This design comes from an exercise in tuning for a short achievable clock period and few clock cycles on the open sky130 flow, not from production work.
Where RTL was checked, it was by simulation tests only, not by an equivalence proof against the original.
Only the layout flow was run in run 2; the RTL was not checked for function there.
No run shown here takes its clock network from TritonCTS; it comes from the design's own scripts or RTL.
The clock port is modelled as an ideal driver, which makes a skipped or thinned clock tree look cheaper than it is; a real chip needs a root buffer or a tree.
Power is estimated from default activity; no workload was simulated.

## flow/design.v

```verilog
`timescale 1ns / 1ps
module AND(
input a,
input b,
output c
    );
assign c = a & b;
endmodule
`timescale 1ns / 1ps
module MUX(
    input wire signal,
    input wire [7:0] mux_in1,
    input wire [7:0] mux_in2,
    output reg [7:0] mux_out
);
always @(*) begin
   case(signal)
       1'b0: mux_out = mux_in1;
       1'b1: mux_out = mux_in2;
   endcase
end
endmodule
`timescale 1ns / 1ps
module ALU(
    input wire [7:0] data_in1,
    input wire [7:0] data_in2,
    input wire [3:0] opcode,
    input wire ALU_src,
    input wire clk,
    input wire rst,
    output reg [7:0] result,
    output reg compare
);
reg [7:0] alu_value;
always @(*) begin
    alu_value = 8'b00000000;
    case (opcode)
        4'b0000: alu_value = data_in1 + data_in2;    
        4'b0001: alu_value = data_in1 - data_in2;    
        4'b0010: alu_value = data_in1 & data_in2;    
        4'b0011: alu_value = data_in1 | data_in2;    
        4'b0100: alu_value = data_in1 ^ data_in2;    
        4'b0101: alu_value = data_in1 >> data_in2;   
        4'b0110: alu_value = data_in1 << data_in2;   
        4'b1001: alu_value = data_in1 + data_in2;    
        4'b1010: alu_value = data_in1 + data_in2;    
        default: alu_value = 8'b00000000;
    endcase
end
always @(*) begin
    compare = 1'b0;
    if (ALU_src) begin
        case (opcode)
            4'b0111: compare = (data_in1 == data_in2);  
            4'b1000: compare = (data_in1 != data_in2);  
            default: compare = 1'b0;
        endcase
    end
end
always @(posedge clk or posedge rst) begin
    if (rst)
        result <= 8'b00000000;
    else if (ALU_src)
        result <= alu_value;
end
endmodule
`timescale 1ns / 1ps
module program_counter(
    input clk,
    input rst,
    input [7:0] pc_increment,  
    input jump,
    input PC_enable,
    input [7:0] jump_label,
    output reg [5:0] instruction_addr
);
    always @(posedge clk or posedge rst) begin
        if (rst) begin
            instruction_addr <= 6'b000001;
        end
        else if (PC_enable) begin
            if (jump)
                instruction_addr <= jump_label[5:0];   
            else if (pc_increment[5:0] == 6'b000000)
                instruction_addr <= instruction_addr + 6'b000001;   
            else
                instruction_addr <= instruction_addr + pc_increment[5:0];  
        end
    end
endmodule
module instruction_decoder(
    input wire [16:0] instruction,   
    output reg [4:0] opcode,         
    output reg [3:0] read_reg1,      
    output reg [3:0] read_reg2,      
    output reg [3:0] write_reg,      
    output reg [7:0] immediate       
);
always @(*) begin
    opcode    = instruction[16:12];  
    read_reg1 = instruction[11:8];   
    read_reg2 = instruction[7:4];    
    if (opcode < 5'b00111) begin  
        write_reg  = instruction[3:0];    
        immediate  = 8'b00000000;         
    end
    else if (instruction[16] == 1'b1) begin  
        write_reg  = instruction[3:0];    
        immediate  = {4'b0000, instruction[11:8]};
    end
    else begin
        write_reg  = instruction[11:8];              
        immediate  = {4'b0000, instruction[3:0]};    
    end
end
endmodule
module control_unit_multicycle(
    input wire clk,               
    input wire reset,             
    input wire [4:0] opcode,      
    output reg reg_write,         
    output reg branch,
    output reg ALU_src,
    output reg load,
    output reg immediate_signal,
    output reg mem_write,
    output reg jump,
    output reg PC_enable,         
    output reg IR_enable,         
    output reg mem_enable,        
    output reg reg_enable,        
    output reg halted             
);
localparam FETCH = 3'b000;
localparam DECODE = 3'b001;
localparam EXECUTE = 3'b010;
localparam MEMORY = 3'b011;
localparam WRITEBACK = 3'b100;
reg [2:0] state, next_state;
always @(posedge clk or posedge reset) begin
    if (reset)
        state <= FETCH;
    else
        state <= next_state;
end
always @(posedge clk or posedge reset) begin
    if (reset)
        halted <= 1'b0;
    else if (state == EXECUTE && opcode > 5'b01011)
        halted <= 1'b1;
end
always @(*) begin
    case (state)
        FETCH: next_state = DECODE;
        DECODE: next_state = EXECUTE;
        EXECUTE: begin
            if (opcode == 5'b01001 || opcode == 5'b01010)   
                next_state = MEMORY;
            else if (opcode < 7)                           
                next_state = WRITEBACK;
            else                                         
                next_state = FETCH;
        end
        MEMORY: begin
            if (opcode == 5'b01001)                       
                next_state = WRITEBACK;
            else                                         
                next_state = FETCH;
        end
        WRITEBACK: next_state = FETCH;
        default: next_state = FETCH;
    endcase
end
always @(*) begin
    reg_write = 1'b0;
    branch = 1'b0;
    ALU_src = 1'b0;
    load = 1'b0;
    immediate_signal = 1'b0;
    mem_write = 1'b0;
    jump = 1'b0;
    PC_enable = 1'b0;
    IR_enable = 1'b0;
    mem_enable = 1'b0;
    reg_enable = 1'b0;
    case (state)
        FETCH: begin
            IR_enable = 1'b1;     
        end
        DECODE: begin
            reg_enable = 1'b1;    
        end
        EXECUTE: begin
            if (opcode < 7) begin
                ALU_src = 1'b1;   
            end
            else if (opcode[4] == 1'b1) begin
                ALU_src = 1'b0;   
                immediate_signal = 1'b1;
            end
            else begin
                case (opcode)
                    5'b00111, 5'b01000: begin   
                        ALU_src = 1'b1;
                        branch = 1'b1;
                        PC_enable = 1'b1;     
                    end
                    5'b01001, 5'b01010: begin   
                        ALU_src = 1'b1;
                        load = 1'b1;          
                    end
                    5'b01011: begin           
                        jump = 1'b1;
                        PC_enable = 1'b1;     
                    end
                    default: ;
                endcase
            end
        end
        MEMORY: begin
            mem_enable = 1'b1;    
            if (opcode == 5'b01010) begin   
                mem_write = 1'b1;
                PC_enable = 1'b1;   
            end
        end
        WRITEBACK: begin
            reg_enable = 1'b1;     
            reg_write = 1'b1;      
            load = (opcode == 5'b01001);  
            PC_enable = 1'b1;      
        end
        default: ;
    endcase
end
endmodule
`timescale 1ns / 1ps
module Register_file(
input clk,
input rst,
input [3:0] read_reg1,
input [3:0] read_reg2,
input [3:0] write_reg,
input [7:0] write_data,
input reg_write,
input reg_enable,
output reg [7:0] read_data1,
output reg [7:0] read_data2,
    output [7:0] r4_out,
    output [7:0] r8_out
);
reg [7:0] register_memory [15:0];
function [7:0] reset_value;
    input [3:0] idx;
    begin
        case (idx)
            4'd1, 4'd2, 4'd7: reset_value = 8'd1;
            4'd6, 4'd8, 4'd9, 4'd10: reset_value = 8'd0;
            4'd11: reset_value = 8'd4;
            default: reset_value = 8'd5;
        endcase
    end
endfunction
integer i;
always @(posedge clk or posedge rst) begin
    if (rst) begin
        for (i = 0; i < 16; i = i + 1)
            register_memory[i] <= reset_value(i[3:0]);
    end
    else if (reg_enable && reg_write) begin
        register_memory[write_reg] <= write_data;
    end
end
always @(posedge clk or posedge rst) begin
    if (rst) begin
        read_data1 <= 8'b00000000;
        read_data2 <= 8'b00000000;
    end
    else if (reg_enable && !reg_write) begin
        read_data1 <= register_memory[read_reg1];
        read_data2 <= register_memory[read_reg2];
    end
end
assign r4_out = register_memory[4];
assign r8_out = register_memory[8];
endmodule
`timescale 1ns / 1ps
module RISC_16_top(
    input clk,
    input rst,
    output [5:0] instruction_addr,
    input [16:0] instruction,
    output [7:0] mem_addr,
    output [7:0] mem_wdata,
    output mem_we,
    input [7:0] mem_rdata,
    output halted,
    output [7:0] r4_out,   
    output [7:0] r8_out    
);
    function [15:0] onehot;
        input [3:0] x;
        begin
            onehot = 16'd1 << x;
        end
    endfunction
    function [7:0] reset_value;
        input [3:0] idx;
        begin
            case (idx)
                4'd1, 4'd2, 4'd7: reset_value = 8'd1;
                4'd6, 4'd8, 4'd9, 4'd10: reset_value = 8'd0;
                4'd11: reset_value = 8'd4;
                default: reset_value = 8'd5;
            endcase
        end
    endfunction
    function [7:0] fast_add;
        input [7:0] a, b;
        input cin;
        reg [7:0] p, g, gg, pp, g1, p1;
        integer n, d;
        begin
            p = a ^ b;
            g = a & b;
            g[0] = g[0] | (p[0] & cin);
            gg = g;
            pp = p;
            for (d = 1; d < 8; d = d * 2) begin
                g1 = gg;
                p1 = pp;
                for (n = d; n < 8; n = n + 1) begin
                    g1[n] = gg[n] | (pp[n] & gg[n - d]);
                    p1[n] = pp[n] & pp[n - d];
                end
                gg = g1;
                pp = p1;
            end
            fast_add = p ^ {gg[6:0], cin};
        end
    endfunction
    reg [5:0]  f_pc;        
    reg [5:0]  d_pc;
    reg        d_v;         
    reg        d_pt;        
    reg        sk_v;
    reg [16:0] sk_w;
    reg [5:0]  sk_pc;
    reg        sk_pt;
    reg        d1_v;
    reg [5:0]  d1_pc;
    reg        d1_pt;
    reg [3:0]  d1_a, d1_b, d1_d;
    reg        d1_add, d1_sub, d1_and, d1_or, d1_xor, d1_srl, d1_sll;
    reg        d1_alu, d1_br, d1_beq, d1_ld, d1_st, d1_halt;
    reg        d1_ua, d1_ub, d1_mem;
    reg        e_v;
    reg [1:0]  e_cnt;       
    reg [5:0]  e_pc;
    reg        e_pt;
    reg [7:0]  op_a, op_b;  
    reg [15:0] e_wd;        
    reg [3:0]  e_fa;        
    reg [3:0]  e_fb;        
    reg [3:0]  e_fd;        
    reg        e_add, e_sub, e_and, e_or, e_xor, e_srl, e_sll;
    reg        e_alu, e_br, e_beq, e_ld, e_st, e_halt;
    reg [5:0]  e_bt;        
    reg [5:0]  e_rt;        
    reg [7:0]  R [0:15];    
    reg        l1_v, l2_v;
    reg [3:0]  l1_d, l2_d;  
    wire [15:0] l2_m = l2_v ? onehot(l2_d) : 16'd0;
    reg [7:0]  ma, mwd;
    reg        mwe;
    reg        halted_r;    
    reg        frz;         
    reg [15:0] bt_v, bt_t;
    reg [1:0]  bt_tag [0:15];
    reg [5:0]  bt_tgt [0:15];
    reg        js_v;
    reg [5:0]  js_key;
    reg [3:0]  js_tgt;
    assign instruction_addr = f_pc;
    assign mem_addr  = ma;
    assign mem_wdata = mwd;
    assign mem_we    = mwe;
    assign halted    = halted_r;
    assign r4_out    = R[4];
    assign r8_out    = R[8];
    wire stall   = (e_cnt != 2'd0);
    wire go      = e_v & ~stall;
    wire ex_free = ~e_v | go;
    wire       sub = e_sub;
    wire [7:0] sum = fast_add(op_a, op_b ^ {8{sub}}, sub);
    wire       shz = |op_b[7:3];
    wire [7:0] srl = shz ? 8'd0 : (op_a >> op_b[2:0]);
    wire [7:0] sll = shz ? 8'd0 : (op_a << op_b[2:0]);
    wire [7:0] res = ({8{e_add | e_sub}} & sum)
                   | ({8{e_and}} & (op_a & op_b))
                   | ({8{e_or}}  & (op_a | op_b))
                   | ({8{e_xor}} & (op_a ^ op_b))
                   | ({8{e_srl}} & srl)
                   | ({8{e_sll}} & sll);
    wire eq       = (op_a == op_b);
    wire br_cond  = e_beq ? eq : ~eq;
    wire br_go    = go & e_br;
    wire mispred  = br_go & (br_cond != e_pt);
    wire halt_now = go & e_halt;
    wire flush    = mispred | halt_now;
    wire [15:0] alu_we = go ? e_wd : 16'd0;
    wire hit_a = l2_v & (l2_d == e_fa);
    wire hit_b = l2_v & (l2_d == e_fb);
    wire [7:0] a_m = hit_a ? mem_rdata : op_a;
    wire [7:0] b_m = hit_b ? mem_rdata : op_b;
    wire p_alu = e_v & e_alu;                  
    wire l2_live = l2_v & ~(p_alu & (e_fd == l2_d));
    wire [7:0] rd_a = (p_alu & (e_fd == d1_a)) ? res :
                      (l2_live & (l2_d == d1_a)) ? mem_rdata : R[d1_a];
    wire [7:0] rd_b = (p_alu & (e_fd == d1_b)) ? res :
                      (l2_live & (l2_d == d1_b)) ? mem_rdata : R[d1_b];
    wire ex_ld = e_v & e_ld;                   
    wire l1_live = l1_v & ~(p_alu & (e_fd == l1_d));    
    wire h1a = ex_ld & d1_ua & (d1_a == e_fa);
    wire h1b = ex_ld & d1_ub & (d1_b == e_fa);
    wire h2a = l1_live & d1_ua & (d1_a == l1_d);
    wire h2b = l1_live & d1_ub & (d1_b == l1_d);
    wire [1:0] d1_cnt = ((h1a | h1b) & ~d1_mem) ? 2'd2 :
                        ((h1a | h1b) | ((h2a | h2b) & ~d1_mem) | (d1_halt & ex_ld)) ? 2'd1 : 2'd0;
    wire [5:0] d1_bt = d1_pc + ((d1_d == 4'd0) ? 6'd1 : {2'b00, d1_d});
    wire [5:0] d1_rt = d1_pt ? d1_pc + 6'd1 : d1_bt;
    wire d1_fix  = d1_v & d1_pt & ~d1_br & ~flush;
    wire redir1  = d1_fix;
    wire d1_free = ~d1_v | ex_free;
    wire j_jmp  = (instruction[16:12] == 5'd11);
    wire [3:0] j_d = instruction[3:0];
    wire d0_jump = d_v & j_jmp;
    wire d_keep  = d_v & ~j_jmp;
    wire [16:0] s_w  = sk_v ? sk_w  : instruction;
    wire [5:0]  s_pc = sk_v ? sk_pc : d_pc;
    wire        s_pt = sk_v ? sk_pt : d_pt;
    wire        s_v  = sk_v | d_keep;
    wire [4:0] i_op = s_w[16:12];
    wire [3:0] i_a  = s_w[11:8];
    wire [3:0] i_b  = s_w[7:4];
    wire [3:0] i_d  = s_w[3:0];
    wire i_alu  = (i_op < 5'd7);
    wire i_br   = (i_op == 5'd7) | (i_op == 5'd8);
    wire i_ld   = (i_op == 5'd9);
    wire i_st   = (i_op == 5'd10);
    wire i_halt = (i_op >= 5'd12);
    wire kill    = flush | redir1;
    wire refetch = d_v & sk_v & ~d1_free;
    wire sk_load = d_keep & ((sk_v & d1_free) | (~sk_v & ~d1_free));
    wire [3:0] f_ix = f_pc[3:0];
    wire       f_bh = bt_v[f_ix] & (bt_tag[f_ix] == f_pc[5:4]);
    wire       f_bt = f_bh & bt_t[f_ix];
    wire       f_js = js_v & (js_key == f_pc);
    wire [5:0] f_next = f_bt ? bt_tgt[f_ix] :
                        f_js ? {2'b00, js_tgt} : f_pc + 6'd1;
    always @(posedge clk) begin
        if (rst)
            f_pc <= 6'd1;
        else if (!frz) begin
            if (mispred)
                f_pc <= e_rt;
            else if (halt_now)
                f_pc <= e_pc;
            else if (d1_fix)
                f_pc <= d1_pc + 6'd1;
            else if (d0_jump)
                f_pc <= {2'b00, j_d};
            else if (refetch)
                f_pc <= d_pc;
            else
                f_pc <= f_next;
        end
    end
    always @(posedge clk or posedge rst) begin
        if (rst) begin
            d_pc <= 6'd1;
            d_v  <= 1'b0;
            d_pt <= 1'b0;
        end else begin
            d_pc <= f_pc;
            d_pt <= f_bt;
            d_v  <= ~(frz | kill | refetch | d0_jump);
        end
    end
    always @(posedge clk or posedge rst) begin
        if (rst)
            d1_v <= 1'b0;
        else if (d1_free)
            d1_v <= s_v & ~kill;
    end
    always @(posedge clk or posedge rst) begin
        if (rst)
            sk_v <= 1'b0;
        else if (kill)
            sk_v <= 1'b0;
        else
            sk_v <= sk_load | (sk_v & ~d1_free);
    end
    always @(posedge clk) begin
        if (!(sk_v && !d1_free)) begin
            sk_w  <= instruction;
            sk_pc <= d_pc;
            sk_pt <= d_pt;
        end
    end
    always @(posedge clk) begin
        if (d1_free) begin
            d1_pc <= s_pc;
            d1_pt <= s_pt;
            d1_a  <= i_a;
            d1_b  <= i_b;
            d1_d  <= i_d;
            d1_add <= (i_op == 5'd0);
            d1_sub <= (i_op == 5'd1);
            d1_and <= (i_op == 5'd2);
            d1_or  <= (i_op == 5'd3);
            d1_xor <= (i_op == 5'd4);
            d1_srl <= (i_op == 5'd5);
            d1_sll <= (i_op == 5'd6);
            d1_alu <= i_alu;
            d1_br  <= i_br;
            d1_beq <= (i_op == 5'd7);
            d1_ld  <= i_ld;
            d1_st  <= i_st;
            d1_halt <= i_halt;
            d1_ua  <= i_alu | i_br | i_st;
            d1_ub  <= i_alu | i_br | i_ld | i_st;
            d1_mem <= i_ld | i_st;
        end
    end
    always @(posedge clk or posedge rst) begin
        if (rst) begin
            e_v   <= 1'b0;
            e_cnt <= 2'd0;
        end else if (ex_free) begin
            e_v   <= d1_v & ~flush;
            e_cnt <= d1_cnt;
        end else if (stall) begin
            e_cnt <= e_cnt - 2'd1;
        end
    end
    always @(posedge clk) begin
        if (ex_free) begin
            e_pc <= d1_pc;
            e_pt <= d1_pt;
            op_a <= rd_a;
            op_b <= rd_b;
            e_wd <= d1_alu ? onehot(d1_d) : 16'd0;
            e_fa <= d1_a;
            e_fb <= d1_b;
            e_fd <= d1_d;
            e_add <= d1_add;
            e_sub <= d1_sub;
            e_and <= d1_and;
            e_or  <= d1_or;
            e_xor <= d1_xor;
            e_srl <= d1_srl;
            e_sll <= d1_sll;
            e_alu <= d1_alu;
            e_br  <= d1_br;
            e_beq <= d1_beq;
            e_ld  <= d1_ld;
            e_st  <= d1_st;
            e_halt <= d1_halt;
            e_bt  <= d1_bt;
            e_rt  <= d1_rt;
        end else begin
            op_a <= a_m;
            op_b <= b_m;
        end
    end
    always @(posedge clk or posedge rst) begin
        if (rst) begin
            halted_r <= 1'b0;
            frz  <= 1'b0;
            l1_v <= 1'b0;
            l2_v <= 1'b0;
        end else begin
            if (halt_now) halted_r <= 1'b1;
            if (halt_now) frz <= 1'b1;
            l1_v <= go & e_ld;
            l2_v <= l1_v & ~(go & e_alu & (e_fd == l1_d));
        end
    end
    always @(posedge clk) begin
        l1_d <= e_fa;
        l2_d <= l1_d;
    end
    always @(posedge clk) begin
        mwe <= go & e_st;
        ma  <= fast_add(b_m, {4'b0000, e_fd}, 1'b0);
        mwd <= a_m;
    end
    always @(posedge clk or posedge rst) begin
        if (rst) begin
            bt_v <= 16'd0;
            bt_t <= 16'd0;
            js_v <= 1'b0;
        end else begin
            if (br_go) begin
                bt_v[e_pc[3:0]] <= 1'b1;
                bt_t[e_pc[3:0]] <= br_cond;
            end
            if (d0_jump)
                js_v <= 1'b1;
        end
    end
    always @(posedge clk) begin
        if (br_go) begin
            bt_tag[e_pc[3:0]] <= e_pc[5:4];
            bt_tgt[e_pc[3:0]] <= e_bt;
        end
        if (d0_jump) begin
            js_key <= d_pc - 6'd1;
            js_tgt <= j_d;
        end
    end
    integer i;
    always @(posedge clk) begin
        for (i = 0; i < 16; i = i + 1) begin
            if (rst)
                R[i] <= reset_value(i[3:0]);
            else if (alu_we[i])
                R[i] <= res;
            else if (l2_m[i])
                R[i] <= mem_rdata;
        end
    end
endmodule
```

## flow/flow/run.sh

```bash
#!/bin/bash
# Layout: the standard flow (standard.sh), with the standard synthesis
# unchanged, except:
#  - ports are buffered with buf_4 cells instead of the default delay
#    buffer, and the resizer may change a cell's footprint;
#  - timing repair aims for extra setup margin;
#  - the clock tree is built by flow/cts.tcl instead of TritonCTS: the clock
#    port drives one root buffer per column of flip-flop groups, each root
#    drives the leaf buffers of its column, each leaf drives one group
#    (balanced, about 22 flip-flops); then the same repair as ORFS's CTS.
set -euo pipefail
KNOBS=(MATCH_CELL_FOOTPRINT=0 "BUFFER_PORTS_ARGS=-buffer_cell sky130_fd_sc_hd__buf_4" SETUP_SLACK_MARGIN=7.5)
bash standard.sh synth > synth.log 2>&1
bash standard.sh "${KNOBS[@]}" place > place.log 2>&1
RES=orfs/results/sky130hd/RISC_16_top/base
RES=$RES OUT_DIR=$RES MARGIN=7.5 PER_LEAF=22 \
    openroad -no_init -exit flow/cts.tcl > cts.log 2>&1
bash standard.sh "${KNOBS[@]}" finish > layout.log 2>&1
```

## flow/flow/cts.tcl

```tcl
# Clock tree built by hand: the clock port drives one root buffer, which
# drives one leaf buffer per group of flip-flops; groups come from a
# balanced grid split of the flip-flops by position. Then the same repair
# and legalization as ORFS's CTS step.
# env: RES (results folder), LIB, RC (setRC.tcl), MARGIN, OUT_ODB, OUT_SDC
if {![info exists ::env(LIB)]} { set ::env(LIB) /OpenROAD-flow-scripts/flow/platforms/sky130hd/lib/sky130_fd_sc_hd__tt_025C_1v80.lib }
if {![info exists ::env(RC)]} { set ::env(RC) /OpenROAD-flow-scripts/flow/platforms/sky130hd/setRC.tcl }
read_liberty $::env(LIB)
read_db $::env(RES)/3_place.odb
read_sdc $::env(RES)/3_place.sdc
source $::env(RC)
set_dont_use [get_lib_cells {sky130_fd_sc_hd__probe* sky130_fd_sc_hd__lpflow*}]

set db [ord::get_db]
set block [ord::get_db_block]
set clk_net [$block findNet clk]
set bufm [$db findMaster sky130_fd_sc_hd__clkbuf_16]
set per [expr {[info exists ::env(PER_LEAF)] ? $::env(PER_LEAF) : 36}]

set sinks {}
foreach it [$clk_net getITerms] {
  set inst [$it getInst]
  set bb [$inst getBBox]
  set x [expr {([$bb xMin] + [$bb xMax]) / 2}]
  set y [expr {([$bb yMin] + [$bb yMax]) / 2}]
  lappend sinks [list $it $x $y]
}
set n [llength $sinks]
set k [expr {int(ceil(double($n) / $per))}]
set cols [expr {min(4, max(1, int(round(sqrt($k)))))}]
puts "manual CTS: $n sinks, $k leaves, $cols columns"

# balanced grid split: columns by x, then rows by y within each column
set byx [lsort -integer -index 1 $sinks]
set groups {}
set gcol {}
set left $k
set rest $n
set start 0
for {set c 0} {$c < $cols} {incr c} {
  set kc [expr {int(round(double($left) / ($cols - $c)))}]
  set nc [expr {int(round(double($rest) * $kc / $left))}]
  set col [lsort -integer -index 2 [lrange $byx $start [expr {$start + $nc - 1}]]]
  set s2 0
  for {set r 0} {$r < $kc} {incr r} {
    set nr [expr {int(round(double($nc - $s2) / ($kc - $r)))}]
    lappend groups [lrange $col $s2 [expr {$s2 + $nr - 1}]]
    lappend gcol $c
    incr s2 $nr
  }
  incr start $nc
  incr rest -$nc
  incr left -$kc
}

# one root buffer per column, all driven by the clock port
set roots {}
for {set c 0} {$c < $cols} {incr c} {
  set r [odb::dbInst_create $block $bufm clkbuf_root_$c]
  set rn [odb::dbNet_create $block clknet_root_$c]
  $rn setSigType CLOCK
  [$r findITerm A] connect $clk_net
  [$r findITerm X] connect $rn
  lappend roots [list $r $rn 0 0 0]
}

set i 0
foreach g $groups c $gcol {
  set gx 0
  set gy 0
  foreach s $g {
    incr gx [lindex $s 1]
    incr gy [lindex $s 2]
  }
  set gx [expr {$gx / [llength $g]}]
  set gy [expr {$gy / [llength $g]}]
  set leaf [odb::dbInst_create $block $bufm clkbuf_leaf_$i]
  set net [odb::dbNet_create $block clknet_leaf_$i]
  $net setSigType CLOCK
  $leaf setLocation $gx $gy
  $leaf setPlacementStatus PLACED
  set rt [lindex $roots $c]
  [$leaf findITerm A] connect [lindex $rt 1]
  [$leaf findITerm X] connect $net
  lset roots $c [list [lindex $rt 0] [lindex $rt 1] [expr {[lindex $rt 2] + $gx}] [expr {[lindex $rt 3] + $gy}] [expr {[lindex $rt 4] + 1}]]
  foreach s $g {
    set it [lindex $s 0]
    $it disconnect
    $it connect $net
  }
  incr i
}
foreach rt $roots {
  set r [lindex $rt 0]
  set m [lindex $rt 4]
  $r setLocation [expr {[lindex $rt 2] / $m}] [expr {[lindex $rt 3] / $m}]
  $r setPlacementStatus PLACED
}

detailed_placement
set_propagated_clock [all_clocks]
estimate_parasitics -placement
report_clock_latency -clock core_clock
if {[info exists ::env(MARGIN)]} {
  repair_timing -setup_margin $::env(MARGIN) -hold_margin 0 -repair_tns 100
  detailed_placement
  check_placement -verbose
  estimate_parasitics -placement
  report_clock_latency -clock core_clock
}
report_worst_slack -max
if {[info exists ::env(OUT_DIR)]} {
  write_db $::env(OUT_DIR)/4_1_cts.odb
  write_db $::env(OUT_DIR)/4_cts.odb
  write_sdc -no_timestamp $::env(OUT_DIR)/4_cts.sdc
}
if {[info exists ::env(SHOWPATH)]} {
  report_checks -path_delay max -to [lindex [all_registers -clock_pins] 0] -format full_clock_expanded -fields {cap slew fanout}
  report_checks -path_delay max -to [all_outputs] -format full_clock_expanded -fields {cap slew fanout}
}
```

## flow/standard.sh

```bash
#!/bin/bash
# synth_recipe.tcl (not shown) runs the flow's synth.tcl, then flattens the netlist and writes it again
# the make line also repeats each setting of config.mk as NAME=value (left out here)
make -C /OpenROAD-flow-scripts/flow DESIGN_CONFIG=/design/flow/config.mk WORK_HOME=/design/flow/orfs CLKGATE_MAP_FILE= SYNTH_SCRIPT=/design/flow/synth_recipe.tcl "${@:-finish}"
```

## flow/config.mk

```make
export PLATFORM = sky130hd
export DESIGN_NAME = RISC_16_top
export DESIGN_NICKNAME = RISC_16_top
export VERILOG_FILES = /design/flow/design.v
export SDC_FILE = /design/flow/constraint.sdc
export NUM_CORES = 4
export LEC_CHECK = 0
export ABC_CLOCK_PERIOD_IN_PS = 2000
export CAP_MARGIN = 20
export CORE_MARGIN = 2
export CORE_UTILIZATION = 60
export PLACE_DENSITY = 0.75
export SLEW_MARGIN = 20
```

## flow/constraint.sdc

```tcl
create_clock -name core_clock -period 10.0 [get_ports {clk}]
set_input_delay 2.0000 -clock core_clock [delete_from_list [all_inputs] [get_ports {clk}]]
set_output_delay 2.0000 -clock core_clock [all_outputs]
set_load 0.01 [all_outputs]
```

==> results.py, run 1 <==
metrics = {
    "sta": {
        "skew_ns": 0.0239,
        "rsz0062_at_grt": "true",
        "whs_ns": 0.424,
        "worst_pin_slew_ns": 1.05,
        "hold_viol_final": 0,
        "layout_min_cycle_time_ns": 3.11,
        "slew_headroom": 0.298,
        "fmaxAchievable_mhz": 322,
        "drv_slew": 0,
        "tns_ns": 0,
        "fin_crit_sh": 0.311,
        "setup_violations": 0,
    },
    "critical_path": {
        "worstSetupStartpointType": "primary input",
        "critical_path_class": "in -> reg",
        "worst_setup_path_end_kind": "flip-flop",
        "cp.arrival_ns": 3.34,
        "required_ns": 10.23,
        "cp_max_fo": 2,
    },
    "cells_and_area": {
        "antenna_cells": 0,
        "syn2layout_area_growth_pct": 20.9,
        "seq_area_um2": 12700,
        "nets": 2445,
        "multiInputGateArea_um2": 13400,
        "layout_commonest_cell": "edfxtp_1",
        "fin_area_um2": 30300,
        "utilization": 0.739,
        "layout_common_cells": "edfxtp_1 (257), nand2_1 (175), mux2i_1 (131)",
        "fillers": 2691,
        "drive_gt1_frac": 0.325,
    },
    "drt": {
        "vias": 20400,
        "via_per_inst": 7.03,
        "wl_per_cell_um": 29.7,
        "wirelength_um": 86100,
        "wl_met3_um": 8440,
        "met2WireLength_um": 39200,
        "drc": 0,
        "highest_layer": "met4",
        "drtPass1Iterations": 6,
        "dr.first_iter.drc_count": 2845,
        "wl_met1_um": 32000,
        "ant_nets": 0,
    },
    "synth": {
        "yosysUniqueCellTypes": 91,
        "yosysSeqAreaShare": 0.499,
        "synth_nets": 2355,
        "ys_async_sr_fraction": 0.101,
        "syn_area_um2": 25100,
        "synth-main-ff-cell": "edfxtp_1",
        "ys_warn_count": 2,
        "ys_ff_latch": 485,
        "syn_avg_cell_area_um2": 11.0,
        "netlist_instances": 2284,
        "synth_edf_count": 257,
    },
    "clock_tree": {
        "clk_pin_slew_ns": 0.08,
        "clock_latency_ns": 0.36,
    },
    "die": {
        "chipWidth_um": 209,
        "core_area_um2": 41000,
        "die-height_um": 209,
        "die_area_um2": 43500,
        "start_util": 0.612,
        "pin_count": 67,
        "rows": 74,
    },
    "global_route": {
        "gr-total-overflow": 0,
        "antenna_found_initial": 0,
        "grt_first_pass_wirelength_um": 125000,
        "grt_pass1_vias": 19500,
        "grt_max_degree": 59,
        "grt_usage": 0.379,
    },
    "job": {
        "maxCapViolCount": 0,
    },
    "placement": {
        "portBuffers": 66,
        "dpl.hpwl_um": 54900,
        "postPlaceCellArea_um2": 26500,
        "routabilityCongestion": 1.01,
    },
    "pwr": {
        "power_density_nw_per_um2": 125,
        "power_mw": 3.79,
        "p_leak_nw": 11.4,
        "peakVddDrop_mv": 0.129,
    },
    "status": {
        "status": "timing/DRC/antenna clean",
    },
    "worst_hold_path": {
        "hold_class": "reg -> reg",
    },
}
-- power by group --
| part | switching [mW] | internal (mW) | total [mW] |
|---|---|---|---|
| Clock | 0.614 | 0.486 | 1.10 |
| Sequential | 0.0505 | 2.12 | 2.17 |
| Combinational | 0.292 | 0.220 | 0.512 |
| Total | 0.956 | 2.83 | 3.79 |
-- sequential cells by signal, summed over array words and instances (netlist names), 8 cells and up, named ones only --
name    flops
sk_w       17
bt_v       16
R         128
op_b        8
bt_t       16
ma          8
bt_tgt     96
bt_tag     32
op_a        8
e_wd       16
mwd         8
-- per-layer routing --
| layer | vias to the layer above | GRT usage |
|---|---|---|
| met1 | 9935 | 0.507 |
| met4 | 0 | 0.209 |
| met3 | 349 | 0.0509 |
| li1 | 8717 | - |
| met2 | 1415 | 0.603 |
| met5 | - | 0 |
-- synthesized netlist by cell type (all sizes together) (5+ instances only) --
master  instances  share of area
inv            59         0.0088
nand2         188          0.028
nand3b          5         0.0015
mux2i         139          0.056
a22o           20         0.0070
xor2           45          0.016
xnor2          50          0.017
nand3          34         0.0068
ha             41          0.020
o211ai         12         0.0041
o31ai          12         0.0036
nor3b          10         0.0030
nand2b         34         0.0085
and3           34         0.0085
dfrtp          48          0.048
nor3           37         0.0074
buf            79          0.016
or3             6         0.0015
dfxtp         179           0.14
o21ai          89          0.018
a21o           12         0.0036
or2             7         0.0017
clkbuf         96          0.014
a32oi          12         0.0042
a21oi          63          0.013
and2            8         0.0020
nor4           14         0.0037
a22oi          14         0.0042
o22ai          22         0.0055
nand4           8         0.0020
a221o           6         0.0024
a31oi          24         0.0062
a211oi        142          0.045
o221ai          6         0.0023
a221oi         26         0.0091
edfxtp        257           0.31
nor2b          61          0.015
a311oi         24         0.0089
nor2          180          0.027
mux2           65          0.029
mux4           49          0.045
-- critical path, stage by stage --
cell	delay (ns)
buf_16	0.11
nand2_4	0.06
o21ai_4	0.08
ha_4	0.19
buf_6	0.11
a21o_1	0.16
a21oi_2	0.16
nor2b_2	0.06
o21bai_2	0.19
nor3_2	0.08
xnor2_1	0.15
-- worst paths after layout --
check                                     start              endpoint  slack, ns  cells past startpoint
worst min-delay path            d1_st$_DFFE_PP_        e_st$_DFFE_PN_       0.42                      0
max in group asynchronous                   rst     d_pc[0]$_DFF_PP1_       7.98                      2
worst min register to register  d1_st$_DFFE_PP_        e_st$_DFFE_PN_       0.42                      0
worst max-delay path               mem_rdata[0]         ma[7]$_DFF_P_       6.89                     11
worst max register to register  op_b[6]$_DFF_P_  f_pc[2]$_SDFFE_PP0N_       7.19                     11
min in group asynchronous                   rst       frz$_DFFE_PP0P_       1.67                      2
-- cell families after synthesis --
family                   after synthesis  share of synthesized area
AND/OR/NAND/NOR                      638                      0.122
XOR/XNOR                              95                     0.0332
adder cells (fa/ha/maj)               44                     0.0228
AO/OA/AOI/OAI                        534                      0.154
buffers and inverters                235                     0.0390
multiplexers                         253                      0.129
flip-flops                           485                      0.499
-- stage by stage --
stage	setup WS, ns	std cells
final	6.89	2904
after global routing	6.82	2904
after detailed placement	6.02	2739
after global placement	6.20	2738
after floorplan	6.60	2284
-- area by class of cell --
cell class / instances / share of cell area
multi-input cells: 1564 / 0.443
flip-flops and latches: 485 / 0.418
repair buffers: 234 / 0.0850
plain buffers: 27 / 0.0223
well taps: 532 / 0.0219
inverters: 60 / 0.00961
repair inverters: 2 / 0.000619
Testbench counts, summed over its fixed seeds: cycles 48,957.
==> inputs of run 2 (changes only) <==
--- a/flow/design.v
+++ b/flow/design.v
@@ -353,7 +353,7 @@
     reg [3:0]  d1_a, d1_b, d1_d;
     reg        d1_add, d1_sub, d1_and, d1_or, d1_xor, d1_srl, d1_sll;
     reg        d1_alu, d1_br, d1_beq, d1_ld, d1_st, d1_halt;
-    reg        d1_ua, d1_ub, d1_mem;
+    reg        d1_ua, d1_ub, d1_mem, d1_jmp;
     reg        e_v;
     reg [1:0]  e_cnt;       
     reg [5:0]  e_pc;
@@ -429,17 +429,14 @@
                         ((h1a | h1b) | ((h2a | h2b) & ~d1_mem) | (d1_halt & ex_ld)) ? 2'd1 : 2'd0;
     wire [5:0] d1_bt = d1_pc + ((d1_d == 4'd0) ? 6'd1 : {2'b00, d1_d});
     wire [5:0] d1_rt = d1_pt ? d1_pc + 6'd1 : d1_bt;
-    wire d1_fix  = d1_v & d1_pt & ~d1_br & ~flush;
-    wire redir1  = d1_fix;
-    wire d1_free = ~d1_v | ex_free;
-    wire j_jmp  = (instruction[16:12] == 5'd11);
-    wire [3:0] j_d = instruction[3:0];
-    wire d0_jump = d_v & j_jmp;
-    wire d_keep  = d_v & ~j_jmp;
+    wire d1_jump = d1_v & d1_jmp & ~flush;
+    wire d1_fix  = d1_v & d1_pt & ~d1_br & ~d1_jmp & ~flush;
+    wire redir1  = d1_jump | d1_fix;
+    wire d1_free = ~d1_v | ex_free | d1_jump;
     wire [16:0] s_w  = sk_v ? sk_w  : instruction;
     wire [5:0]  s_pc = sk_v ? sk_pc : d_pc;
     wire        s_pt = sk_v ? sk_pt : d_pt;
-    wire        s_v  = sk_v | d_keep;
+    wire        s_v  = sk_v | d_v;
     wire [4:0] i_op = s_w[16:12];
     wire [3:0] i_a  = s_w[11:8];
     wire [3:0] i_b  = s_w[7:4];
@@ -448,10 +445,11 @@
     wire i_br   = (i_op == 5'd7) | (i_op == 5'd8);
     wire i_ld   = (i_op == 5'd9);
     wire i_st   = (i_op == 5'd10);
+    wire i_jmp  = (i_op == 5'd11);
     wire i_halt = (i_op >= 5'd12);
     wire kill    = flush | redir1;
     wire refetch = d_v & sk_v & ~d1_free;
-    wire sk_load = d_keep & ((sk_v & d1_free) | (~sk_v & ~d1_free));
+    wire sk_load = d_v & ((sk_v & d1_free) | (~sk_v & ~d1_free));
     wire [3:0] f_ix = f_pc[3:0];
     wire       f_bh = bt_v[f_ix] & (bt_tag[f_ix] == f_pc[5:4]);
     wire       f_bt = f_bh & bt_t[f_ix];
@@ -466,10 +464,10 @@
                 f_pc <= e_rt;
             else if (halt_now)
                 f_pc <= e_pc;
+            else if (d1_jump)
+                f_pc <= {2'b00, d1_d};
             else if (d1_fix)
                 f_pc <= d1_pc + 6'd1;
-            else if (d0_jump)
-                f_pc <= {2'b00, j_d};
             else if (refetch)
                 f_pc <= d_pc;
             else
@@ -484,7 +482,7 @@
         end else begin
             d_pc <= f_pc;
             d_pt <= f_bt;
-            d_v  <= ~(frz | kill | refetch | d0_jump);
+            d_v  <= ~(frz | kill | refetch);
         end
     end
     always @(posedge clk or posedge rst) begin
@@ -531,6 +529,7 @@
             d1_ua  <= i_alu | i_br | i_st;
             d1_ub  <= i_alu | i_br | i_ld | i_st;
             d1_mem <= i_ld | i_st;
+            d1_jmp <= i_jmp;
         end
     end
     always @(posedge clk or posedge rst) begin
@@ -538,7 +537,7 @@
             e_v   <= 1'b0;
             e_cnt <= 2'd0;
         end else if (ex_free) begin
-            e_v   <= d1_v & ~flush;
+            e_v   <= d1_v & ~d1_jmp & ~flush;
             e_cnt <= d1_cnt;
         end else if (stall) begin
             e_cnt <= e_cnt - 2'd1;
@@ -606,7 +605,7 @@
                 bt_v[e_pc[3:0]] <= 1'b1;
                 bt_t[e_pc[3:0]] <= br_cond;
             end
-            if (d0_jump)
+            if (d1_jump)
                 js_v <= 1'b1;
         end
     end
@@ -615,9 +614,9 @@
             bt_tag[e_pc[3:0]] <= e_pc[5:4];
             bt_tgt[e_pc[3:0]] <= e_bt;
         end
-        if (d0_jump) begin
-            js_key <= d_pc - 6'd1;
-            js_tgt <= j_d;
+        if (d1_jump) begin
+            js_key <= d1_pc - 6'd1;
+            js_tgt <= d1_d;
         end
     end
     integer i;
==> run 2 against run 1 <==
Compared with the run above: clock power is essentially flat; setup slack got worse by 0.046 ns; clock skew grew 0.0011 ns; total power rose by 16%; via count is 1.1% higher; combinational power grew 74%; highest routed layer is now met5.
==> results.py, run 2 <==
metrics = {
    "critical_path": {
        "r2r-end": "R[2][4]$_SDFFE_PP0P_",
        "path_common_cell": "buf_6",
        "reg2reg_depth": 10,
        "crit_path_top_delay_cell": "fa_2",
        "critical_path_class": "in -> reg",
        "cp_max_fo": 2,
        "crit_path_max_incr_delay_ns": 0.20,
        "worstSetupStartpointType": "primary input",
        "path_buf_inv": 5,
        "r2r_setup_slack_ns": 7.05,
        "worst_setup_path_end_kind": "flip-flop",
        "crit_chain": "buf_16 -> mux2i_4 -> buf_6 -> buf_6 -> buf_6 -> fa_2 -> inv_2 -> a21o_1 -> a21oi_2 -> nor3_2 -> xnor2_1",
        "path_delay_family": "buffers and inverters",
        "cp.arrival_ns": 3.40,
        "rr_startpoint": "op_b[5]$_DFF_P_",
        "required_ns": 10.25,
    },
    "drt": {
        "wl_per_cell_um": 29.9,
        "wirelength_um": 87800,
        "ant_nets": 0,
        "dr.first_iter.drc_count": 2924,
        "drc": 0,
        "drtPass1Iterations": 9,
        "vias": 20600,
        "via_per_inst": 7.04,
    },
    "global_route": {
        "use_met2": 0.564,
        "grt_max_degree": 84,
        "grt_first_pass_wirelength_um": 120000,
        "grt_usage": 0.362,
        "antenna_found_initial": 1,
        "grt_pass1_vias": 18800,
        "gr-usage-met1": 0.503,
        "grtUsageMet3": 0.0543,
        "gr-total-overflow": 0,
        "grt_busiest_layer": "met2",
    },
    "sta": {
        "fmaxAchievable_mhz": 317,
        "hold_viol_final": 0,
        "tns_ns": 0,
        "layout_min_cycle_time_ns": 3.16,
        "slew_headroom": 0.250,
        "setup_violations": 0,
        "whs_ns": 0.404,
        "worst_pin_slew_ns": 1.12,
        "setup_ws_ns": 6.84,
        "skew_ns": 0.0250,
        "drv_slew": 0,
        "fin_crit_sh": 0.316,
        "rsz0062_at_grt": "true",
    },
    "synth": {
        "yosysSeqAreaShare": 0.506,
        "ys_ff_latch": 486,
        "syn_area_um2": 24800,
        "synth_nets": 2355,
        "ys_top_cells_by_area": "edfxtp_1 (31%), dfxtp_1 (14%), dfrtp_1 (4.8%)",
        "ys_async_sr_fraction": 0.101,
        "synth_edf_count": 258,
        "synth_xor_area_frac": 0.0318,
        "yosysUniqueCellTypes": 81,
        "yosys.area.top_type": "edfxtp_1",
        "synth_compound_area_frac": 0.150,
        "ys_warn_count": 2,
        "yosys.area_share.adder": 0.0231,
        "synth_mux_area_frac": 0.126,
        "synth_top_area_frac": 0.312,
        "synth_top_family_by_area": "compound AO/OA/AOI/OAI gates",
        "ys_top_cells_by_count": "edfxtp_1 (258), nor2_1 (199), nand2_1 (185)",
        "synthSimpleGateAreaFrac": 0.123,
        "synth-main-ff-cell": "edfxtp_1",
        "netlist_instances": 2284,
        "syn_avg_cell_area_um2": 10.9,
        "synth.most_common_cell": "edfxtp_1",
    },
    "job": {
        "maxCapViolCount": 0,
    },
    "worst_hold_path": {
        "holdPathEnd": "e_sll$_DFFE_PN_",
        "hold_class": "reg -> reg",
        "hold_path_startpoint": "d1_sll$_DFFE_PP_",
        "min_path_cells": 0,
    },
    "placement": {
        "dpl.hpwl_um": 52900,
        "portBuffers": 66,
        "post-place-cells": 2738,
        "routabilityCongestion": 0.987,
        "pre_cts_slack_ns": 6.22,
    },
    "die": {
        "core_area_um2": 40800,
        "rows": 74,
        "chipWidth_um": 207,
        "start_util": 0.607,
        "die-height_um": 207,
        "pin_count": 67,
        "die_area_um2": 43000,
    },
    "cells_and_area": {
        "fin_cells": 2933,
        "nets": 2474,
        "drive_gt1_frac": 0.324,
        "syn2layout_area_growth_pct": 22.0,
        "antenna_cells": 0,
        "layout_commonest_cell": "edfxtp_1",
        "fillers": 2723,
        "layout_common_cells": "edfxtp_1 (258), nand2_1 (172), buf_4 (143)",
        "largest_reg_flops": 128,
        "top_register": "R",
    },
    "pwr": {
        "peakVddDrop_mv": 0.148,
        "power_mw": 4.40,
        "p_leak_nw": 11.3,
        "power_density_nw_per_um2": 145,
    },
    "clock_tree": {
        "clk_pin_slew_ns": 0.10,
        "clock_latency_ns": 0.36,
    },
    "status": {
        "status": "timing/DRC/antenna clean",
    },
}
[run 2: cell types whose count changed in the layout (fill, tap and decap cells not counted), moves of 12 or more]
cell      change
a211oi_1     +44
a211oi_2     -36
a21oi_1      +12
a311oi_1     -14
buf_4        +30
buf_6        -17
mux2_4       +15
mux2i_1      -26
nand3_1      +15
nor2_1       +18
o21ai_1      -18
o21ai_2      +15
[run 2: metrics by stage]
step | area, um2 | utilization
finish | 30300 | 0.741
global route | 30300 | 0.741
detailed placement | 25900 | 0.635
global placement | 25900 | 0.634
floorplan | 25500 | -
[run 2: cell families (layout without fill, tap and decap cells)]
family	after synthesis	in the layout
AND/OR/NAND/NOR	648	648
AO/OA/AOI/OAI	531	534
flip-flops	486	486
buffers and inverters	246	360
multiplexers	239	239
XOR/XNOR	90	90
adder cells (fa/ha/maj)	44	44
[run 2: worst register-to-register path, delay by kind of cell (launching register included)]
kind,cells,cell delay [ns]
buffers and inverters,3,0.45
DFF,1,0.37
and+or+nand+nor,4,1.51
AOI/OAI and AO/OA,3,0.54
[run 2: area by class of cell]
class	count	area (um2)	share of cell area
inverters	73	355	0.0117
flip-flops and latches	486	12700	0.419
repair buffers	258	2900	0.0958
multi-input cells	1555	13000	0.428
plain buffers	27	676	0.0223
well taps	532	666	0.0220
repair inverters	2	18.8	0.000620
[run 2: power by group]
part           switching (mW)  internal (mW)
clock                   0.616          0.486
sequential              0.163           2.24
combinational           0.484          0.405
total                    1.26           3.13
[run 2: per-layer routing]
metal	vias to the layer above	wire (um)
met5	-	12
met4	2	6500
met3	351	9840
met2	1550	39100
met1	9997	32400
li1	8740	-
[run 2: worst max-delay path by stage]
stage                  from             to  slack (ns)  cells past startpoint
2_1_floorplan  mem_rdata[0]  ma[6]$_DFF_P_        6.44                     12
3_3_place_gp   mem_rdata[1]  ma[7]$_DFF_P_        6.24                     10
3_5_place_dp   mem_rdata[0]  ma[6]$_DFF_P_        6.22                     11
5_1_grt        mem_rdata[1]  ma[5]$_DFF_P_        6.78                     10
6_report       mem_rdata[1]  ma[6]$_DFF_P_        6.84                     11
==> inputs of run 3 (changes only) <==
--- a/flow/design.v
+++ b/flow/design.v
@@ -425,8 +425,8 @@
     wire h1b = ex_ld & d1_ub & (d1_b == e_fa);
     wire h2a = l1_live & d1_ua & (d1_a == l1_d);
     wire h2b = l1_live & d1_ub & (d1_b == l1_d);
-    wire [1:0] d1_cnt = ((h1a | h1b) & ~d1_mem) ? 2'd2 :
-                        ((h1a | h1b) | ((h2a | h2b) & ~d1_mem) | (d1_halt & ex_ld)) ? 2'd1 : 2'd0;
+    wire [1:0] d1_cnt = ((h1a & ~d1_st) | h1b) ? 2'd2 :
+                        (h1a | (h2a & ~d1_st) | h2b | (d1_halt & ex_ld)) ? 2'd1 : 2'd0;
     wire [5:0] d1_bt = d1_pc + ((d1_d == 4'd0) ? 6'd1 : {2'b00, d1_d});
     wire [5:0] d1_rt = d1_pt ? d1_pc + 6'd1 : d1_bt;
     wire d1_jump = d1_v & d1_jmp & ~flush;
@@ -592,7 +592,7 @@
     end
     always @(posedge clk) begin
         mwe <= go & e_st;
-        ma  <= fast_add(b_m, {4'b0000, e_fd}, 1'b0);
+        ma  <= fast_add(op_b, {4'b0000, e_fd}, 1'b0);
         mwd <= a_m;
     end
     always @(posedge clk or posedge rst) begin
==> run 3 against run 2 <==
Compared with the run above: register-to-register slack improved by 0.09 ns; final cell count shrank 0.58%; worst hold slack improved by 0.026 ns; critical path depth is 9 lower; critical path type is now reg -> out; sequential power grew 2%; total power up 8.0%; first-iteration DRC count grew 8.1%; setup slack gained 0.20 ns; still clean; core utilization grew 1.8 points; sequential share of layout area decreased by 0.87 points; combinational power grew 34%; synthesized area down 0.11%.
==> results.py, run 3 <==
metrics = {
    "die": {
        "die_area_um2": 42900,
        "rows": 74,
        "chipWidth_um": 207,
        "pin_count": 67,
        "start_util": 0.607,
        "die-height_um": 207,
        "core_area_um2": 40800,
    },
    "status": {
        "status": "timing/DRC/antenna clean",
    },
    "cells_and_area": {
        "top_register": "R",
        "layout_common_cells": "edfxtp_1 (265), nand2_1 (157), buf_4 (140)",
        "layout_commonest_cell": "edfxtp_1",
        "fin_cells": 2916,
        "largest_reg_flops": 128,
        "drive_gt1_frac": 0.358,
        "antenna_cells": 0,
        "syn2layout_area_growth_pct": 25.1,
        "nets": 2457,
    },
    "global_route": {
        "grt_usage": 0.377,
        "grt_pass1_vias": 19300,
        "gr-total-overflow": 0,
        "antenna_found_initial": 0,
        "grt_max_degree": 78,
        "grt_first_pass_wirelength_um": 124000,
    },
    "critical_path": {
        "crit_path_max_incr_delay_ns": 0.37,
        "reg2reg_depth": 13,
        "path_delay_family": "flip-flops",
        "cp-startpoint": "f_pc[1]$_SDFFE_PP0N_",
        "crit_chain": "buf_12 -> buf_6",
        "worst_setup_path_end_kind": "output pin",
        "critical_path_class": "reg -> out",
        "cp_max_fo": 2,
        "crit_path_top_delay_cell": "dfxtp_4",
        "path_buf_inv": 2,
        "required_ns": 8.00,
        "r2r-end": "R[4][6]$_SDFFE_PP0P_",
        "r2r_setup_slack_ns": 7.14,
        "rr_startpoint": "op_b[0]$_DFFE_PP_",
        "cp.arrival_ns": 0.95,
        "worstSetupStartpointType": "flip-flop",
    },
    "drt": {
        "drtPass1Iterations": 8,
        "via_per_inst": 7.04,
        "vias": 20500,
        "wirelength_um": 87700,
        "drc": 0,
        "wl_per_cell_um": 30.1,
        "ant_nets": 0,
        "dr.first_iter.drc_count": 3161,
    },
    "synth": {
        "ys_warn_count": 2,
        "yosys.area.top_type": "edfxtp_1",
        "ys_async_sr_fraction": 0.101,
        "yosysUniqueCellTypes": 82,
        "netlist_instances": 2246,
        "syn_area_um2": 24800,
        "yosysSeqAreaShare": 0.509,
        "syn_avg_cell_area_um2": 11.0,
        "synth_top_area_frac": 0.321,
        "ys_top_cells_by_count": "edfxtp_1 (265), nor2_1 (190), dfxtp_1 (171)",
        "ys_top_cells_by_area": "edfxtp_1 (32%), dfxtp_1 (14%), mux2i_1 (5.1%)",
        "synth_nets": 2317,
        "synth_edf_count": 265,
        "synth-main-ff-cell": "edfxtp_1",
        "synth.most_common_cell": "edfxtp_1",
        "ys_ff_latch": 485,
    },
    "sta": {
        "skew_ns": 0.0251,
        "fin_crit_sh": 0.295,
        "tns_ns": 0,
        "hold_viol_final": 0,
        "worst_pin_slew_ns": 1.05,
        "setup_violations": 0,
        "drv_slew": 0,
        "rsz0062_at_grt": "true",
        "fmaxAchievable_mhz": 339,
        "slew_headroom": 0.299,
        "layout_min_cycle_time_ns": 2.95,
    },
    "placement": {
        "dpl.hpwl_um": 52500,
        "routabilityCongestion": 0.999,
        "post-place-cells": 2699,
        "portBuffers": 66,
    },
    "worst_hold_path": {
        "min_path_cells": 0,
        "holdPathEnd": "e_add$_DFFE_PN_",
        "hold_path_startpoint": "d1_add$_DFFE_PP_",
        "hold_class": "reg -> reg",
    },
    "pwr": {
        "peakVddDrop_mv": 0.169,
        "p_leak_nw": 11.5,
        "power_density_nw_per_um2": 153,
    },
    "clock_tree": {
        "clk_pin_slew_ns": 0.11,
        "clock_latency_ns": 0.36,
    },
    "job": {
        "maxCapViolCount": 0,
    },
}
==> run 3: worst max path at each step <==
stage / end / slack, ns / depth (start not counted)
6_report: instruction_addr[1] / 7.05 / 2
2_1_floorplan: sk_pc[0]$_DFFE_PP_ / 6.88 / 12
3_3_place_gp: sk_w[6]$_DFFE_PP_ / 5.75 / 10
3_5_place_dp: sk_w[7]$_DFFE_PP_ / 5.61 / 10
5_1_grt: instruction_addr[1] / 7.04 / 2
==> run 3: power by group <==
group	internal [mW]	switching [mW]	total (mW)	leakage [nW]
Clock	0.487	0.616	1.10	0.333
Combinational	0.549	0.645	1.19	6.34
Sequential	2.28	0.173	2.46	4.79
==> run 3: through the flow <==
| stage | total power, mW | instance area (um2) | utilization | setup slack [ns] | hold WS (ns) |
|---|---|---|---|---|---|
| final | 4.75 | 31000 | 0.759 | 7.05 | 0.430 |
| after global routing | 4.87 | 31000 | 0.759 | 7.04 | 0.442 |
| after detailed placement | 3.35 | 25800 | 0.633 | 5.61 | 0.402 |
| after global placement | 3.33 | 25800 | 0.633 | 5.75 | 0.402 |
| after floorplan | 3.06 | 25500 | - | 6.88 | 0.360 |
==> run 3: layer usage <==
metal  up-vias  global-route usage  wire length (um)
li1       8630                   -                 -
met1     10100               0.521             33100
met2      1424               0.596             40000
met3       369              0.0457              8720
met4         0               0.183              5890
met5         -                   0                 0
==> run 3: cells by family after synthesis <==
group,share of synthesized area
AND/OR/NAND/NOR,0.124
AO/OA/AOI/OAI,0.142
flip-flops,0.509
multiplexers,0.131
buffers and inverters,0.0383
XOR/XNOR,0.0332
adder cells (fa/ha/maj),0.0231
==> run 3: area by class of cell <==
type	instances	area, um2
Fill cell	2551	9830
Sequential cell	485	12700
Timing Repair inverter	2	15.0
Timing Repair Buffer	276	3080
Multi-Input combinational cell	1528	13500
Inverter	66	288
Tap cell	532	666
Buffer	27	676
Testbench counts of run 3, summed over its fixed seeds: cycles 50,308.
==> inputs of run 4 (changes only) <==
--- a/flow/design.v
+++ b/flow/design.v
@@ -343,6 +343,7 @@
     reg [5:0]  d_pc;
     reg        d_v;         
     reg        d_pt;        
+    reg        boot;        
     reg        sk_v;
     reg [16:0] sk_w;
     reg [5:0]  sk_pc;
@@ -474,15 +475,16 @@
                 f_pc <= f_next;
         end
     end
-    always @(posedge clk or posedge rst) begin
+    always @(posedge clk) begin
+        boot <= rst;
         if (rst) begin
             d_pc <= 6'd1;
-            d_v  <= 1'b0;
+            d_v  <= (f_pc == 6'd1);
             d_pt <= 1'b0;
         end else begin
             d_pc <= f_pc;
             d_pt <= f_bt;
-            d_v  <= ~(frz | kill | refetch);
+            d_v  <= ~(frz | kill | refetch) & ~(boot & d_v);
         end
     end
     always @(posedge clk or posedge rst) begin
==> run 4 against run 3 <==
Compared with the run above: still clean; sequential share of layout area is 0.27 points higher; clock skew rose by 0.0049 ns; via count down 2.0%; register-to-register slack got worse by 0.06 ns; final cell count fell by 0.21%; global-route usage shrank 0.99 points; critical path type unchanged; highest routed layer unchanged.
==> results.py, run 4 <==
metrics = {
    "sta": {
        "setup_violations": 0,
        "slew_headroom": 0.268,
        "tns_ns": 0,
        "worst_pin_slew_ns": 1.10,
        "whs_ns": 0.417,
        "hold_viol_final": 0,
        "fin_crit_sh": 0.296,
        "layout_min_cycle_time_ns": 2.96,
        "drv_slew": 0,
        "rsz0062_at_grt": "true",
        "fmaxAchievable_mhz": 338,
        "skew_ns": 0.0300,
    },
    "placement": {
        "dpl.hpwl_um": 50700,
        "postPlaceCellArea_um2": 26300,
        "portBuffers": 66,
        "routabilityCongestion": 0.988,
    },
    "synth": {
        "synth.most_common_cell": "edfxtp_1",
        "syn_avg_cell_area_um2": 11.1,
        "syn_area_um2": 24900,
        "yosysUniqueCellTypes": 81,
        "synth_compound_area_frac": 0.145,
        "yosys.area.top_type": "edfxtp_1",
        "ys_top_cells_by_count": "edfxtp_1 (265), nor2_1 (213), dfxtp_1 (180)",
        "yosysSeqAreaShare": 0.505,
        "synth_xor_area_frac": 0.0330,
        "synth_nets": 2322,
        "synth_mux_area_frac": 0.133,
        "netlist_instances": 2250,
        "ys_warn_count": 2,
        "synthSimpleGateAreaFrac": 0.121,
        "synth_top_area_frac": 0.319,
        "yosys.area_share.adder": 0.0235,
        "ys_ff_latch": 486,
        "synth_top_family_by_area": "compound AO/OA/AOI/OAI gates",
        "ys_async_sr_fraction": 0.0844,
        "synth_edf_count": 265,
        "synth-main-ff-cell": "edfxtp_1",
        "ys_top_cells_by_area": "edfxtp_1 (32%), dfxtp_1 (14%), mux4_2 (4.3%)",
    },
    "global_route": {
        "grt_first_pass_wirelength_um": 122000,
        "grt_pass1_vias": 19200,
        "grt_max_degree": 75,
        "gr-total-overflow": 0,
        "grt_usage": 0.367,
        "antenna_found_initial": 0,
    },
    "drt": {
        "vias": 20100,
        "drtPass1Iterations": 9,
        "dr.first_iter.drc_count": 2245,
        "drc": 0,
        "ant_nets": 0,
        "wirelength_um": 84200,
        "via_per_inst": 6.91,
        "wl_per_cell_um": 28.9,
    },
    "worst_hold_path": {
        "hold_path_startpoint": "d1_sll$_DFFE_PP_",
        "min_path_cells": 0,
        "hold_class": "reg -> reg",
    },
    "cells_and_area": {
        "layout_common_cells": "edfxtp_1 (265), nor2_1 (140), buf_4 (130)",
        "fin_area_um2": 30800,
        "drive_gt1_frac": 0.355,
        "largest_reg_flops": 128,
        "utilization": 0.752,
        "top_register": "R",
        "syn2layout_area_growth_pct": 23.3,
        "nets": 2452,
        "antenna_cells": 0,
        "fillers": 2650,
        "layout_commonest_cell": "edfxtp_1",
    },
    "critical_path": {
        "critical_path_class": "reg -> out",
        "required_ns": 8.00,
        "cp.arrival_ns": 0.96,
        "worstSetupStartpointType": "flip-flop",
        "reg2reg_depth": 12,
        "cp_max_fo": 2,
        "cp-startpoint": "f_pc[0]$_SDFFE_PP1N_",
        "rr_startpoint": "op_b[0]$_DFFE_PP_",
        "worst_setup_path_end_kind": "output pin",
    },
    "die": {
        "pin_count": 67,
        "start_util": 0.609,
        "chipWidth_um": 208,
        "core_area_um2": 40900,
        "die-height_um": 208,
        "rows": 74,
        "die_area_um2": 43200,
    },
    "pwr": {
        "power_mw": 4.72,
        "power_density_nw_per_um2": 154,
        "p_leak_nw": 11.4,
        "peakVddDrop_mv": 0.179,
    },
    "clock_tree": {
        "clock_latency_ns": 0.36,
        "clk_pin_slew_ns": 0.10,
    },
    "job": {
        "maxCapViolCount": 0,
    },
    "status": {
        "status": "timing/DRC/antenna clean",
    },
}
==> run 4: cell types whose count changed in the layout (fill, tap and decap cells not counted), moves of 9 or more <==
cell     previous run  this run
nor2_2             13        37
nor2_1            102       140
and2_1             19         5
and3_1             37        28
nor2b_1            42        53
mux2i_1           122       100
mux2_2             63        72
nand2_2             3        14
nor2_4             76        36
buf_4             140       130
nand2_1           157       120
a21oi_1            41        65
mux2_4              3        15
==> run 4: where the power goes <==
group | switching [mW] | internal (mW) | total (mW)
Sequential | 0.145 | 2.24 | 2.39
Clock | 0.617 | 0.487 | 1.10
Combinational | 0.672 | 0.561 | 1.23
Total | 1.43 | 3.29 | 4.72
==> run 4: cell type report <==
class | instances | area [um2] | area share
buffer | 27 | 676 | 0.0220
tap | 532 | 666 | 0.0216
timing repair inverter | 3 | 26.3 | 0.000854
timing repair buffer | 266 | 2940 | 0.0955
multi-input combinational | 1530 | 13400 | 0.436
inverter | 66 | 312 | 0.0101
sequential | 486 | 12700 | 0.414
==> run 4: per-stage QoR <==
| stage | cells | setup WS [ns] |
|---|---|---|
| 3_5_place_dp | 2707 | 6.17 |
| 6_report | 2910 | 7.04 |
| 2_1_floorplan | 2250 | 7.11 |
| 3_3_place_gp | 2707 | 6.21 |
| 5_1_grt | 2910 | 7.00 |
==> run 4: worst paths after layout <==
path | end | slack [ns]
max in group asynchronous | frz$_DFFE_PP0P_ | 8.06
setup reg to reg | R[9][6]$_SDFFE_PP0P_ | 7.08
hold / removal | e_sll$_DFFE_PN_ | 0.42
hold reg to reg | e_sll$_DFFE_PN_ | 0.42
min in group asynchronous | sk_v$_DFF_PP0_ | 1.59
setup / recovery | instruction_addr[0] | 7.04
==> run 4: kinds of logic (layout without fill, tap and decap cells) <==
kind of cell,after synthesis,in the layout
buf+inv,235,362
xor+xnor,94,94
simple gates,630,631
compound gates,512,512
mux,248,248
fa+ha+maj,45,45
flops,486,486
==> run 4: critical path, stage by stage, from the launching register on <==
cell and delay [ns]:
dfxtp_4 0.37, buf_12 0.13, buf_6 0.11
==> run 4: per-layer routing <==
| metal | global-route usage | part of all wire | up-vias |
|---|---|---|---|
| met5 | 0 | 0 | - |
| met4 | 0.189 | 0.069 | 0 |
| met3 | 0.0567 | 0.090 | 325 |
| met2 | 0.598 | 0.47 | 1246 |
| met1 | 0.478 | 0.37 | 9890 |
| li1 | - | - | 8656 |
Testbench counts of run 4, summed over its fixed seeds: cycles 49,828.
==> inputs of run 5 (changes only) <==
--- a/flow/flow/run.sh
+++ b/flow/flow/run.sh
@@ -9,10 +9,10 @@
 #    drives the leaf buffers of its column, each leaf drives one group
 #    (balanced, about 22 flip-flops); then the same repair as ORFS's CTS.
 set -euo pipefail
-KNOBS=(MATCH_CELL_FOOTPRINT=0 "BUFFER_PORTS_ARGS=-buffer_cell sky130_fd_sc_hd__buf_4" SETUP_SLACK_MARGIN=7.5)
+KNOBS=(MATCH_CELL_FOOTPRINT=0 "BUFFER_PORTS_ARGS=-buffer_cell sky130_fd_sc_hd__buf_4" SETUP_SLACK_MARGIN=7.1)
 bash standard.sh synth > synth.log 2>&1
 bash standard.sh "${KNOBS[@]}" place > place.log 2>&1
 RES=orfs/results/sky130hd/RISC_16_top/base
-RES=$RES OUT_DIR=$RES MARGIN=7.5 PER_LEAF=22 \
+RES=$RES OUT_DIR=$RES MARGIN=7.1 PER_LEAF=22 \
     openroad -no_init -exit flow/cts.tcl > cts.log 2>&1
 bash standard.sh "${KNOBS[@]}" finish > layout.log 2>&1
==> run 5 against run 4 <==
Compared with the run above: clock skew decreased by 0.011 ns; via count fell by 5.4%; routed wire length decreased by 10%; largest cell class is now registers; critical path depth rose by 9; global-route usage decreased by 3.0 points; synthesized cell count did not move; first-iteration DRC count down 5.1%; die area stayed put; critical endpoint is now op_b[6]$_DFFE_PP_; fmax up 0.12%; sequential cell count stayed put; final cell count decreased by 3.8%.
==> results.py, run 5 <==
metrics = {
    "drt": {
        "dr.first_iter.drc_count": 2130,
        "wl_per_cell_um": 27.1,
        "wirelength_um": 75700,
        "drc": 0,
        "drtPass1Iterations": 7,
        "ant_nets": 0,
        "vias": 19000,
        "via_per_inst": 6.80,
    },
    "cells_and_area": {
        "fillers": 3082,
        "drive_gt1_frac": 0.192,
        "largest_reg_flops": 128,
        "syn2layout_area_growth_pct": 9.95,
        "top_register": "R",
        "layout_common_cells": "edfxtp_1 (265), nor2_1 (202), dfxtp_1 (146)",
        "nets": 2340,
        "utilization": 0.670,
        "layout_commonest_cell": "edfxtp_1",
        "antenna_cells": 0,
    },
    "critical_path": {
        "worstSetupStartpointType": "flip-flop",
        "path_common_cell": "a21o_1",
        "required_ns": 10.09,
        "path_buf_inv": 2,
        "crit_chain": "buf_12 -> mux2_4 -> fa_2 -> a21o_1 -> a21o_1 -> a21o_1 -> a311oi_2 -> o21ai_1 -> buf_4 -> nor3_2 -> a211oi_1",
        "worst_setup_path_end_kind": "flip-flop",
        "crit_path_max_incr_delay_ns": 0.45,
        "cp.arrival_ns": 3.05,
        "crit_path_top_delay_cell": "edfxtp_1",
        "critical_path_class": "reg -> reg",
        "cp_max_fo": 3,
        "path_delay_family": "compound AO/OA/AOI/OAI gates",
    },
    "clock_tree": {
        "clock_latency_ns": 0.36,
        "clk_pin_slew_ns": 0.09,
    },
    "pwr": {
        "peakVddDrop_mv": 0.158,
        "p_switching_mw": 1.28,
        "power.clock.fraction": 0.249,
        "p_comb_frac": 0.207,
        "p_seq_frac": 0.544,
        "p_int_mw": 3.10,
        "sw_frac_of_total": 0.292,
        "p_leak_nw": 10.3,
        "power_density_nw_per_um2": 160,
    },
    "synth": {
        "yosys.area.top_type": "edfxtp_1",
        "synth_nets": 2322,
        "ys_top_cells_by_count": "edfxtp_1 (265), nor2_1 (213), dfxtp_1 (180)",
        "yosysUniqueCellTypes": 81,
        "synth.most_common_cell": "edfxtp_1",
        "ys_top_cells_by_area": "edfxtp_1 (32%), dfxtp_1 (14%), mux4_2 (4.3%)",
        "syn_avg_cell_area_um2": 11.1,
        "ys_async_sr_fraction": 0.0844,
        "yosysSeqAreaShare": 0.505,
        "ys_ff_latch": 486,
        "netlist_instances": 2250,
        "ys_warn_count": 2,
        "syn_area_um2": 24900,
        "synth_top_area_frac": 0.319,
        "synth_edf_count": 265,
        "synth-main-ff-cell": "edfxtp_1",
    },
    "sta": {
        "skew_ns": 0.0193,
        "fmaxAchievable_mhz": 338,
        "worst_pin_slew_ns": 1.15,
        "rsz0062_at_grt": "true",
        "setup_ws_ns": 7.04,
        "setup_violations": 0,
        "fin_crit_sh": 0.296,
        "layout_min_cycle_time_ns": 2.96,
        "drv_slew": 0,
        "tns_ns": 0,
        "slew_headroom": 0.233,
        "hold_viol_final": 0,
    },
    "die": {
        "die-height_um": 208,
        "core_area_um2": 40900,
        "chipWidth_um": 208,
        "die_area_um2": 43200,
        "start_util": 0.609,
        "pin_count": 67,
        "rows": 74,
    },
    "global_route": {
        "gr-total-overflow": 0,
        "grt_first_pass_wirelength_um": 113000,
        "grt_usage": 0.337,
        "grt_max_degree": 98,
        "antenna_found_initial": 0,
        "grt_pass1_vias": 18200,
    },
    "placement": {
        "routabilityCongestion": 0.998,
        "pre_cts_slack_ns": 6.30,
        "portBuffers": 66,
        "dpl.hpwl_um": 50600,
    },
    "status": {
        "status": "timing/DRC/antenna clean",
    },
    "job": {
        "maxCapViolCount": 0,
    },
    "worst_hold_path": {
        "hold_class": "reg -> reg",
    },
}
-- run 5: cell type report --
| type | instances | area [um2] | area share |
|---|---|---|---|
| multi-input combinational | 1529 | 11700 | 0.428 |
| buffer | 27 | 676 | 0.0246 |
| tap | 532 | 666 | 0.0243 |
| sequential | 486 | 12700 | 0.461 |
| timing repair buffer | 156 | 1420 | 0.0516 |
| timing repair inverter | 2 | 15.0 | 0.000548 |
| inverter | 66 | 268 | 0.00976 |
-- run 5: per-layer routing --
metal / global-route usage / vias up / wire length, um
li1: - / 8413 / -
met2: 0.551 / 1009 / 35600
met5: 0 / - / 0
met4: 0.145 / 0 / 3910
met3: 0.0398 / 233 / 6250
met1: 0.457 / 9366 / 29900
-- run 5: path summary, 6_finish.rpt --
kind                                        start                 to  slack (ns)  depth (start not counted)
worst max-delay path            op_b[0]$_DFFE_PP_  op_b[6]$_DFFE_PP_        7.04                         11
worst min-delay path             d1_sub$_DFFE_PP_    e_sub$_DFFE_PN_        0.42                          0
worst max register to register  op_b[0]$_DFFE_PP_  op_b[6]$_DFFE_PP_        7.04                         11
worst min register to register   d1_sub$_DFFE_PP_    e_sub$_DFFE_PN_        0.42                          0
max in group asynchronous                     rst    e_v$_DFFE_PP0N_        7.74                          3
min in group asynchronous                     rst     l2_v$_DFF_PP0_        2.00                          3
-- run 5: power groups by stage --
stage                     combinational (mW)  sequential, mW  clock [mW]
after floorplan                        0.583            2.36           0
after global placement                 0.771            2.42           0
after detailed placement               0.784            2.43           0
after global routing                   0.965            2.40        1.15
final                                  0.908            2.38        1.09
-- run 5: kinds of logic (layout without fill, tap and decap cells) --
kind of cell	count (synthesis)	after routing	synth area share
compound gates	512	512	0.145
fa+ha+maj	45	45	0.0235
simple gates	630	630	0.121
mux	248	248	0.133
buf+inv	235	251	0.0398
flops	486	486	0.505
xor+xnor	94	94	0.0330
-- run 5: metrics by stage --
stage                     power, mW  hold slack (ns)  area (um2)  std cells
final                          4.38            0.421       27400       2798
after global routing           4.51            0.429       27400       2798
after detailed placement       3.21            0.405       25700       2712
after global placement         3.19            0.404       25700       2712
after floorplan                2.94            0.397       25100       2250

==> port drivers added, routing unchanged <==
How much do the figures lean on ideal ports? The routed layouts below were timed once more, with nothing changed but the port constraints. Step 1 sets driving cells, clkbuf_16 on the clock port and buf_2 on the other inputs (assumed; they add their load-dependent delay and slew). Step 2, shift: input delay + t, output delay - t, t = (earliest + latest rising clock arrival at the registers) / 2. This alone moves slack from input paths to output paths. Three values: ideal, step 1, step 2; two values: the first two.
| run | shift t [ns] | setup slack, ns |
|---|---|---|
| run 1 | 0.448 | 6.891 / 6.834 / 6.386 |
| run 2 | 0.452 | 6.844 / 6.824 / 6.372 |
| run 3 | 0.456 | 7.047 / 6.939 / 6.798 |
| run 4 | 0.450 | 7.041 / 6.936 / 6.759 |
| run 5 | 0.451 | 7.044 / 6.967 / 6.822 |
After both steps setup and hold are still met in every run listed.
